From an optimization exercise on the open Yosys and OpenROAD flow, aimed at small area; shortcuts taken in it are not production practice. Only simulation tests tie the RTL to the original design; equivalence was not proved. Power and IR drop assume default switching activity.

## run a
// UART_TOP
module UART_TOP(
    input                I_CLK,
    input                I_RESET_N,
    input [3:0]          I_BAUD_RATE,
    input                I_BCLK_MODE,  
    input                I_CNT_EN,   
    input                I_CNT_LOAD,   
    input                I_PARITY_TYPE, 
    input                I_PARITY_EN,
    input                I_WR_EN,       
    input                I_RD_EN,       
    input [7:0]          I_WDATA,
    input                I_RX_IN,
    output logic        O_TX_OUT,
    output logic        O_RX_FULL,
    output logic        O_TX_EMPTY,
    output logic [15:0] O_RDATA,
    output logic        O_PARITY_ERR,
    output logic        O_RX_EMPTY
);
Size in the first run: ~43 I/O pins, ~12000 um^2 of cells after synthesis.
export LEC_CHECK = 0
export CAP_MARGIN = 20
export CORE_MARGIN = 2
export CORE_UTILIZATION = 40
export SLEW_MARGIN = 20
create_clock -name core_clock -period 20.0 [get_ports {I_CLK}]
standard.sh (not shown) runs the stock make flow with config.mk's settings and CLKGATE_MAP_FILE= SYNTH_SCRIPT=/design/flow/synth_recipe.tcl, a recipe that flattens the netlist after the stock synthesis.
==> flow/flow/run.sh <==
#!/bin/bash
# The standard layout (standard.sh), with these changes in how the layout
# is made:
#  - synthesis: flow/synth_area.tcl sources synth_recipe.tcl unchanged but has
#    Yosys's abc pass use the area-oriented ABC script flow/area.abc, and
#    ADDER_MAP_FILE is left empty so adders are mapped by ABC with the rest
#    of the logic instead of as separate half/full-adder cells. Registers are
#    mapped and named as in the standard synthesis.
#  - port buffering uses the smallest buffer (buf_1);
#  - clock tree synthesis clusters up to 30 sinks per leaf buffer within a
#    200 um diameter and inserts no dummy loads.
# make's full output goes to flow_make.log; each ORFS step (Yosys, OpenROAD)
# writes its own log under orfs/logs/.
set -euo pipefail
HERE=$(pwd)
export FLOW_SYNTH_TCL="$HERE/synth_recipe.tcl"
export FLOW_ABC_SCRIPT="$HERE/flow/area.abc"
export BUFFER_PORTS_ARGS="-buffer_cell sky130_fd_sc_hd__buf_1"
export CTS_ARGS="-sink_clustering_enable -repair_clock_nets -sink_clustering_size 30 -sink_clustering_max_diameter 200 -dont_use_dummy_load"
bash standard.sh SYNTH_SCRIPT="$HERE/flow/synth_area.tcl" ADDER_MAP_FILE= finish > flow_make.log 2>&1
==> flow/flow/area.abc <==
strash
&get -n
&deepsyn -I 4 -J 50
&put
if -K 4 -a
mfs2 -a
strash
dc2
dch -f
amap -F 8 -A 8
==> flow/flow/synth_area.tcl <==
# The standard synthesis (synth_recipe.tcl, sourced unchanged), except
# that Yosys's abc pass maps the combinational logic with the area-oriented
# ABC script flow/area.abc instead of ORFS's speed script. Registers are
# mapped by dfflibmap as in the standard synthesis and keep their names.
proc abc {args} {
  set i [lsearch $args -script]
  if {$i >= 0} { lset args [expr {$i + 1}] $::env(FLOW_ABC_SCRIPT) }
  yosys abc {*}$args
}
source $::env(FLOW_SYNTH_TCL)
#### Input delta (run b over run a)
==> flow/flow/run.sh <==
#!/bin/bash
# The standard layout (standard.sh), with these changes in how the layout
# is made:
#  - synthesis: flow/synth_area.tcl sources synth_recipe.tcl unchanged but has
#    Yosys's abc pass use the area-oriented ABC script flow/area.abc, and
#    ADDER_MAP_FILE is left empty so adders are mapped by ABC with the rest
#    of the logic instead of as separate half/full-adder cells. Registers are
#    mapped and named as in the standard synthesis.
#  - port buffering uses the smallest buffer (buf_1);
#  - clock tree synthesis clusters up to 30 sinks per leaf buffer
#    (clkbuf_16) within a 200 um diameter, uses clkbuf_4 for the root and
#    the branches above the leaf buffers, and inserts no dummy loads.
# make's full output goes to flow_make.log; each ORFS step (Yosys, OpenROAD)
# writes its own log under orfs/logs/.
set -euo pipefail
HERE=$(pwd)
export FLOW_SYNTH_TCL="$HERE/synth_recipe.tcl"
export FLOW_ABC_SCRIPT="$HERE/flow/area.abc"
export BUFFER_PORTS_ARGS="-buffer_cell sky130_fd_sc_hd__buf_1"
export CTS_ARGS="-sink_clustering_enable -repair_clock_nets -sink_clustering_size 30 -sink_clustering_max_diameter 200 -dont_use_dummy_load -root_buf sky130_fd_sc_hd__clkbuf_4 -tree_buf sky130_fd_sc_hd__clkbuf_4 -sink_clustering_buffer sky130_fd_sc_hd__clkbuf_16 -buf_list {sky130_fd_sc_hd__clkbuf_4 sky130_fd_sc_hd__clkbuf_16}"
bash standard.sh SYNTH_SCRIPT="$HERE/flow/synth_area.tcl" ADDER_MAP_FILE= finish > flow_make.log 2>&1
### Flow results
Run b: no failed stages, no open violations at the end
Run a → run b: setup slack about even, final standard cell area without fillers fell 50 um^2, met3 capacity usage during global routing about even, share of total power in sequential cells rose 1.3 points, net switching power of the design fell 0.79%.
Run a → run b: via count barely changed, number of cells in the finished layout apart from fillers barely changed, via density per instance barely changed.

* * *

UART_TOP, a different RTL version from the one above (not shown whole).
Size: ~800 cells after synthesis, about 310 flip-flops.
Settings: LEC_CHECK=0, CAP_MARGIN=20, CORE_MARGIN=2, CORE_UTILIZATION=40, SLEW_MARGIN=20; clock period 20.0 ns.
==> flow/flow/run.sh <==
#!/bin/bash
# The standard layout (standard.sh: the ORFS flow with its standard
# synthesis), with two changes in how the layout is made:
#  - port buffering uses the smallest buffer (buf_1) rather than the one
#    buffer_ports picks by default (clkdlybuf4s50_1);
#  - clock tree synthesis clusters up to 30 sinks per leaf buffer within a
#    200 um diameter and inserts no dummy loads.
# make's full output goes to flow_make.log; each ORFS step writes its own log
# under orfs/logs/.
set -euo pipefail
export BUFFER_PORTS_ARGS="-buffer_cell sky130_fd_sc_hd__buf_1"
export CTS_ARGS="-sink_clustering_enable -repair_clock_nets -sink_clustering_size 30 -sink_clustering_max_diameter 200 -dont_use_dummy_load"
bash standard.sh finish > flow_make.log 2>&1
The starting point completed without violations.
Next try:
==> flow/run.sh (new file) <==
#!/bin/bash
# synth_recipe.tcl (not shown) runs the flow's synth.tcl, then flattens the netlist and writes it again
# the make line also repeats each setting of config.mk as NAME=value (left out here)
make -C /OpenROAD-flow-scripts/flow DESIGN_CONFIG=/design/flow/config.mk WORK_HOME=/design/flow/orfs CLKGATE_MAP_FILE= SYNTH_SCRIPT=/design/flow/synth_recipe.tcl finish
CTS_CLUSTER_DIAMETER = 200   (was default)
CTS_CLUSTER_SIZE = 30   (was default)
removed: flow/flow/run.sh
removed: flow/standard.sh
Setup slack loses 0.90 ns.
Sequential cell count does not change.
Global-route usage came out lower by 0.14 points.
Synthesized cell count does not change.

==> afterwards: timing with drivers on the ports <==
The results above use ideal ports. As a check the final layouts listed here were re-extracted and re-timed, cells and wires unchanged. Step 1, drivers: a clkbuf_16 drives I_CLK and a buf_2 each remaining input, both assumed. Step 2 adds t to the input delays and takes it off the output delays; t is the mean of the earliest and latest rising clock arrival at the registers after step 1. Input paths then give back, and output paths get back, about the clock's delay inside the block. a / b / c = no drivers / after step 1 / after step 2; a / b = the first two.
| run | t, ns | setup WS [ns] | hold WS [ns] | clock arrival spread, ns |
|---|---|---|---|---|
| run a | 0.531 | 10.686 / 10.659 / 10.659 | 0.364 / 0.364 / 0.364 | 0.049 / 0.048 |
| run b | 0.700 | 10.685 / 10.658 / 10.658 | 0.364 / 0.364 / 0.364 | 0.057 / 0.057 |
| the first run of note 2 | 0.514 | 10.923 / 10.896 / 10.896 | 0.394 / 0.394 / 0.394 | 0.063 / 0.063 |
| the second run of note 2 | 0.538 | 10.021 / 9.999 / 9.999 | 0.378 / 0.378 / 0.378 | 0.035 / 0.035 |
After both steps every run listed still meets setup and hold.
